From an optimization exercise on the open Yosys and OpenROAD flow, aimed at small area; shortcuts taken in it are not production practice.
The RTL was checked by simulation tests, not by an equivalence proof against the original design.

==> build 44: inputs <==
==> flow/design.v <==
module	generic_arbiter_full(busreq,hlock,hclk,hreset,hmaster_lock,hgrant,hready,hwdata,data_out,haddr,addr_out,hburst,htrans,htrans_out,hburst_out,hmaster);
	parameter size=9;
	parameter size_out=4;
	integer i;
	input [8*size-1:0]hwdata;
	input [8*size-1:0]haddr;
	input [3*size-1:0]hburst;
	input [2*size-1:0]htrans;
	input hclk;
	input hreset;
	input hready;
	input  [size-1:0]busreq;
	input [size-1:0]hlock;
	output reg [2:0]hburst_out;
	output reg [1:0]htrans_out;
	output reg hmaster_lock;
	output reg  [size_out-1:0]hgrant;
	output reg [7:0]data_out;
	output reg [7:0]addr_out;
	output reg [size_out-1:0]hmaster;
	reg [8*size-1:0]data1;
	reg [8*size-1:0]addr1;
	reg [8*size-1:0]data2;
	reg [8*size-1:0]addr2;
	reg [3*size-1:0]hburst1;
	reg [2*size-1:0]htrans1;
	reg [3*size-1:0]hburst2;
	reg [2*size-1:0]htrans2;
	reg  [size_out-1:0]w_hgrant;
	reg  w_hlock;
	reg hmasterlock;
	reg hlock3;
	reg [size_out-1:0]j;
	reg [size_out-1:0]inter;
	reg inter1;
	reg [size_out-1:0]hmaster_pre;
	reg hlock_c;
	reg [4:0]count;
	reg [4:0]counter;
	reg hlock_out;
	reg hlock_bus;
	reg [4:0]count_n;
	reg [4:0]counter_n;
	reg hmaster_lock_n;
always@(posedge hclk)
	begin
		hmaster_pre<=hmaster;
	end
always@*
	begin
		hlock_out=hlock>>hgrant;
		if(hmaster_lock)
			begin
				hlock_bus=hlock_out;
			end
		else
			begin
				hlock_bus=hlock3;
			end
	end
always @*
        begin
        	inter=4'b1000;inter1=0;
		w_hgrant=inter;w_hlock=inter1;
			for (j = size; j >= 1; j = j - 1)
				begin
					if (busreq[j-1]==1)
						begin
							w_hgrant = j-1;
							inter=j-1;
							w_hlock=hlock[j-1];
							inter1=hlock[j-1];
						end
					else
						begin
							w_hgrant=inter;
							w_hlock=inter1;
						end
				end
	end
always@(posedge hclk)
	begin
		if(!hreset)
			begin
				hgrant<=1'b0;
				hlock3<=1'b0;
			end
		else    if(!hmasterlock)
			begin
				hgrant<=w_hgrant;
				hlock3<=w_hlock;
			end
	end
always@*
	begin
		hmasterlock=hmaster_lock;
	end
always@(posedge hclk)
	begin
		if(!hreset)
			begin
				hmaster<=1'b0;
				hlock_c <=1'b0;
			end
		else    if(hready)
			begin
				hmaster<=hgrant;
				hlock_c<=hlock_bus;
			end
	end
always@*
	begin
		addr_out=addr2>>8*hmaster;
		htrans_out=htrans2>>2*hmaster;
		hburst_out=hburst2>>3*hmaster;
	end
always@*
	begin
		data_out=data2>>8*hmaster_pre;
	end
always@(posedge hclk)
	begin
		if(hready)
			begin
				data2<=data1;addr2<=addr1;htrans2<=htrans1;hburst2<=hburst1;
			end
	end
always@(posedge hclk)
	begin
		data1<=hwdata;addr1<=haddr;htrans1<=htrans;hburst1<=hburst;
	end
always@*
	begin
		hmaster_lock_n=hmaster_lock;
		counter_n=counter;
		count_n=count;
		case(hburst_out)
			3'b000,3'b001:begin
				if(counter_n==5'b00000)
					begin
						counter_n=5'b00000;
						hmaster_lock_n=hlock_c;
					end
			end
			3'b010,3'b011:begin
				if(counter_n==5'b00000)
					begin
						counter_n=5'b00100;
						hmaster_lock_n=1'b1;
						count_n=5'b00000;
					end
			end
			3'b100,3'b101:begin
				if(counter_n==5'b00000)
					begin
						counter_n=5'b01000;
						hmaster_lock_n=1'b1;
						count_n=5'b00000;
					end
			end
			3'b110,3'b111:begin
				if(counter_n==5'b00000)
					begin
						counter_n=5'b10000;
						hmaster_lock_n=1'b1;
						count_n=5'b00000;
					end
			end
		endcase
		case(htrans_out)
			2'b00 ,2'b01 :begin
				if ((count_n+3)<=counter_n)
					begin
						count_n=count_n+1;
					end
				else if ((count_n+3)>counter_n && ((count_n+1)<counter_n) )
					begin
						hmaster_lock_n=hlock_c;
						count_n=count_n+1;
					end
				else
					begin
						counter_n=5'b00000;
						hmaster_lock_n=hlock_c;
						count_n=5'b0000;
					end
			end
			default: count_n=count_n;
		endcase
	end
always@(posedge hclk)
	begin
		if(!hreset)
			begin
				hmaster_lock<=1'b0;
				counter<=5'b00000;
				count<=5'b00000;
			end
		else
			begin
				hmaster_lock<=hmaster_lock_n;
				counter<=counter_n;
				count<=count_n;
			end
	end
endmodule
==> flow/run.sh <==
#!/bin/bash
# synth_recipe.tcl (not shown) runs the flow's synth.tcl, then flattens the netlist and writes it again
# the make line also repeats each setting of config.mk as NAME=value (left out here)
make -C /OpenROAD-flow-scripts/flow DESIGN_CONFIG=/design/flow/config.mk WORK_HOME=/design/flow/orfs CLKGATE_MAP_FILE= SYNTH_SCRIPT=/design/flow/synth_recipe.tcl finish
==> flow/config.mk <==
export PLATFORM = sky130hd
export DESIGN_NAME = generic_arbiter_full
export DESIGN_NICKNAME = generic_arbiter_full
export VERILOG_FILES = /design/flow/design.v
export SDC_FILE = /design/flow/constraint.sdc
export NUM_CORES = 4
export LEC_CHECK = 0
export CAP_MARGIN = 20
export CORE_MARGIN = 2
export CORE_UTILIZATION = 40
export SLEW_MARGIN = 20
==> flow/constraint.sdc <==
create_clock -name core_clock -period 5.0 [get_ports {hclk}]
set_input_delay 1.0000 -clock core_clock [delete_from_list [all_inputs] [get_ports {hclk}]]
set_output_delay 1.0000 -clock core_clock [all_outputs]
set_load 0.01 [all_outputs]
==> trial 45 (differences from build 44) <==
==> flow/design.v, changed modules only <==
module	generic_arbiter_full(busreq,hlock,hclk,hreset,hmaster_lock,hgrant,hready,hwdata,data_out,haddr,addr_out,hburst,htrans,htrans_out,hburst_out,hmaster);
	parameter size=9;
	parameter size_out=4;
	input [8*size-1:0]hwdata;
	input [8*size-1:0]haddr;
	input [3*size-1:0]hburst;
	input [2*size-1:0]htrans;
	input hclk;
	input hreset;
	input hready;
	input  [size-1:0]busreq;
	input [size-1:0]hlock;
	output reg [2:0]hburst_out;
	output reg [1:0]htrans_out;
	output reg hmaster_lock;
	output reg  [size_out-1:0]hgrant;
	output reg [7:0]data_out;
	output reg [7:0]addr_out;
	output reg [size_out-1:0]hmaster;
	integer i;
	reg [size_out-1:0]w_hgrant;
	reg w_hlock;
	always @*
		begin
			w_hgrant=4'd8;
			w_hlock=1'b0;
			for (i=size-1; i>=0; i=i-1)
				if (busreq[i])
					begin
						w_hgrant=i;
						w_hlock=hlock[i];
					end
		end
	reg hlock3;
	reg hlock_c;
	reg [4:0]rem;
	wire [size_out-1:0]ng = !hreset ? 4'd0 : (hmaster_lock ? hgrant : w_hgrant);
	wire [size_out-1:0]nm = !hreset ? 4'd0 : (hready ? hgrant : hmaster);
	always@(posedge hclk)
		begin
			hgrant<=ng;
			if(!hreset)
				hlock3<=1'b0;
			else if(!hmaster_lock)
				hlock3<=w_hlock;
		end
	always@(posedge hclk)
		begin
			hmaster<=nm;
			if(!hreset)
				hlock_c<=1'b0;
			else if(hready)
				hlock_c<=hmaster_lock ? hlock[hgrant] : hlock3;
		end
	reg [7:0]a1g,a1z,d1g,d1m,d1z;
	reg [1:0]t1g,t1z;
	reg [2:0]b1g,b1z;
	reg [size-1:0]g_oh,m_oh,pri_oh,hg_oh,hm_oh;
	reg [7:0]a_ng,d_ng,d_nm;
	reg [1:0]t_ng;
	reg [2:0]b_ng;
	always @*
		begin
			for (i=0; i<size; i=i+1)
				begin
					hg_oh[i]=(hgrant==i);
					hm_oh[i]=(hmaster==i);
				end
			pri_oh[0]=busreq[0];
			for (i=1; i<size-1; i=i+1)
				pri_oh[i]=busreq[i] & ~|(busreq & ((9'd1<<i)-9'd1));
			pri_oh[size-1]=~|busreq[size-2:0];
			g_oh = !hreset ? 9'd1 : (hmaster_lock ? hg_oh : pri_oh);
			m_oh = !hreset ? 9'd1 : (hready ? hg_oh : hm_oh);
		end
	wire [size*21-1:0]gin;
	wire [size*8-1:0]min;
	genvar k,b;
	generate
		for (k=0; k<size; k=k+1)
			begin : tr
				assign gin[21*k+:21]={hburst[3*k+:3],htrans[2*k+:2],hwdata[8*k+:8],haddr[8*k+:8]};
			end
		for (b=0; b<21; b=b+1)
			begin : mg
				wire [size-1:0]v;
				for (k=0; k<size; k=k+1)
					begin : s
						assign v[k]=gin[21*k+b];
					end
				wire o;
				sel9 u(.v(v),.s(g_oh),.o(o));
			end
		for (b=0; b<8; b=b+1)
			begin : mm
				wire [size-1:0]v;
				for (k=0; k<size; k=k+1)
					begin : s
						assign v[k]=hwdata[8*k+b];
					end
				wire o;
				sel9 u(.v(v),.s(m_oh),.o(o));
			end
	endgenerate
	always @*
		begin
			a_ng={mg[7].o,mg[6].o,mg[5].o,mg[4].o,mg[3].o,mg[2].o,mg[1].o,mg[0].o};
			d_ng={mg[15].o,mg[14].o,mg[13].o,mg[12].o,mg[11].o,mg[10].o,mg[9].o,mg[8].o};
			t_ng={mg[17].o,mg[16].o};
			b_ng={mg[20].o,mg[19].o,mg[18].o};
			d_nm={mm[7].o,mm[6].o,mm[5].o,mm[4].o,mm[3].o,mm[2].o,mm[1].o,mm[0].o};
		end
	always@(posedge hclk)
		begin
			a1g<=a_ng;t1g<=t_ng;b1g<=b_ng;d1g<=d_ng;d1m<=d_nm;
			a1z<=haddr[7:0];t1z<=htrans[1:0];b1z<=hburst[2:0];d1z<=hwdata[7:0];
		end
	reg [7:0]a2z,d2m,d2z;
	reg [1:0]t2z;
	reg [2:0]b2z;
	wire [7:0]a2z_n = hready ? a1z : a2z;
	wire [1:0]t2z_n = hready ? t1z : t2z;
	wire [2:0]b2z_n = hready ? b1z : b2z;
	wire [7:0]d2z_n = hready ? d1z : d2z;
	always@(posedge hclk)
		begin
			a2z<=a2z_n;t2z<=t2z_n;b2z<=b2z_n;d2z<=d2z_n;
			data_out<=hready ? d1m : d2m;
			if(!hreset)
				begin
					addr_out<=a2z_n;htrans_out<=t2z_n;hburst_out<=b2z_n;d2m<=d2z_n;
				end
			else if(hready)
				begin
					addr_out<=a1g;htrans_out<=t1g;hburst_out<=b1g;d2m<=d1g;
				end
		end
	reg [4:0]rem_n;
	reg hml_n;
	always @*
		begin
			rem_n=rem;
			hml_n=hmaster_lock;
			if (rem==5'd0)
				begin
					case (hburst_out[2:1])
						2'b00: hml_n=hlock_c;
						2'b01: begin rem_n=5'd4; hml_n=1'b1; end
						2'b10: begin rem_n=5'd8; hml_n=1'b1; end
						2'b11: begin rem_n=5'd16; hml_n=1'b1; end
					endcase
				end
			if (!htrans_out[1])
				begin
					if (rem_n<5'd3)
						hml_n=hlock_c;
					if (rem_n!=5'd0)
						rem_n=rem_n-5'd1;
				end
		end
	always@(posedge hclk)
		begin
			if(!hreset)
				begin
					hmaster_lock<=1'b0;
					rem<=5'd0;
				end
			else
				begin
					hmaster_lock<=hml_n;
					rem<=rem_n;
				end
		end
endmodule
module sel9(v,s,o);
	input [8:0]v;
	input [8:0]s;
	output o;
	wire n0,n1,n2;
	aoi222 g0(.a(v[0]),.b(s[0]),.c(v[1]),.d(s[1]),.e(v[2]),.f(s[2]),.y(n0));
	aoi222 g1(.a(v[3]),.b(s[3]),.c(v[4]),.d(s[4]),.e(v[5]),.f(s[5]),.y(n1));
	aoi222 g2(.a(v[6]),.b(s[6]),.c(v[7]),.d(s[7]),.e(v[8]),.f(s[8]),.y(n2));
	assign o=~(n0&n1&n2);
endmodule
module aoi222(a,b,c,d,e,f,y);
	input a,b,c,d,e,f;
	output y;
	assign y=~((a&b)|(c&d)|(e&f));
endmodule
==> flow/flow/run.sh (new file) <==
#!/bin/bash
set -euo pipefail
export BUFFER_PORTS_ARGS="-buffer_cell sky130_fd_sc_hd__buf_1"
export CTS_ARGS="-sink_clustering_enable -repair_clock_nets -dont_use_dummy_load -buf_list sky130_fd_sc_hd__clkbuf_4"
bash standard.sh > standard.log 2>&1
==> flow/standard.sh (new file) <==
#!/bin/bash
# synth_recipe.tcl (not shown) runs the flow's synth.tcl, then flattens the netlist and writes it again
# the make line also repeats each setting of config.mk as NAME=value (left out here)
make -C /OpenROAD-flow-scripts/flow DESIGN_CONFIG=/design/flow/config.mk WORK_HOME=/design/flow/orfs CLKGATE_MAP_FILE= SYNTH_SCRIPT=/design/flow/synth_recipe.tcl "${@:-finish}"
CORE_UTILIZATION = 60   (was 40)
SYNTH_HIERARCHICAL = 1   (was unset)
removed: flow/run.sh
==> key figures <==
Status
  – Status: complete, no violations

Die
  – Initial Util: 0.624

Routing
  – Via density: 6.86

Logic synthesis
  – Yosys cell types: 48
The numbers above come from trial 45.

==> key figures <==
Routing
  – Via density: 4.63
  – Met1 WL: 10100 µm

Die
  – Initial Util: 0.407

Status
  – Status: complete, no violations

Logic synthesis
  – Yosys cell types: 53
The numbers above come from build 44.

-- afterwards: timing with drivers on the ports --
In the flow no input, the clock included, has a driving cell. The finished layouts below were timed again as built, in two steps. Step 1 (the two cells are an assumption about what drives the block):
set clk [get_ports {hclk}]
set_driving_cell -lib_cell sky130_fd_sc_hd__clkbuf_16 $clk
set_driving_cell -lib_cell sky130_fd_sc_hd__buf_2 [delete_from_list [all_inputs] $clk]
Step 2, shift: input delay + t, output delay - t, t = (earliest + latest rising clock arrival at the registers) / 2. This alone moves slack from input paths to output paths. a / b / c = no drivers / after step 1 / after step 2; a / b = the first two.
run | t (ns) | slack for setup (ns) | clock arrival spread, ns
build 44 | 0.577 | 0.598 / 0.598 / 0.598 | 0.014 / 0.013
trial 45 | 0.512 | 1.740 / 1.746 / 1.234 | 0.054 / 0.055
After both steps every run listed still meets setup and hold. The setup slack of trial 45, which loses most, moves by +0.006 ns with the drivers and by -0.506 ns with both steps.
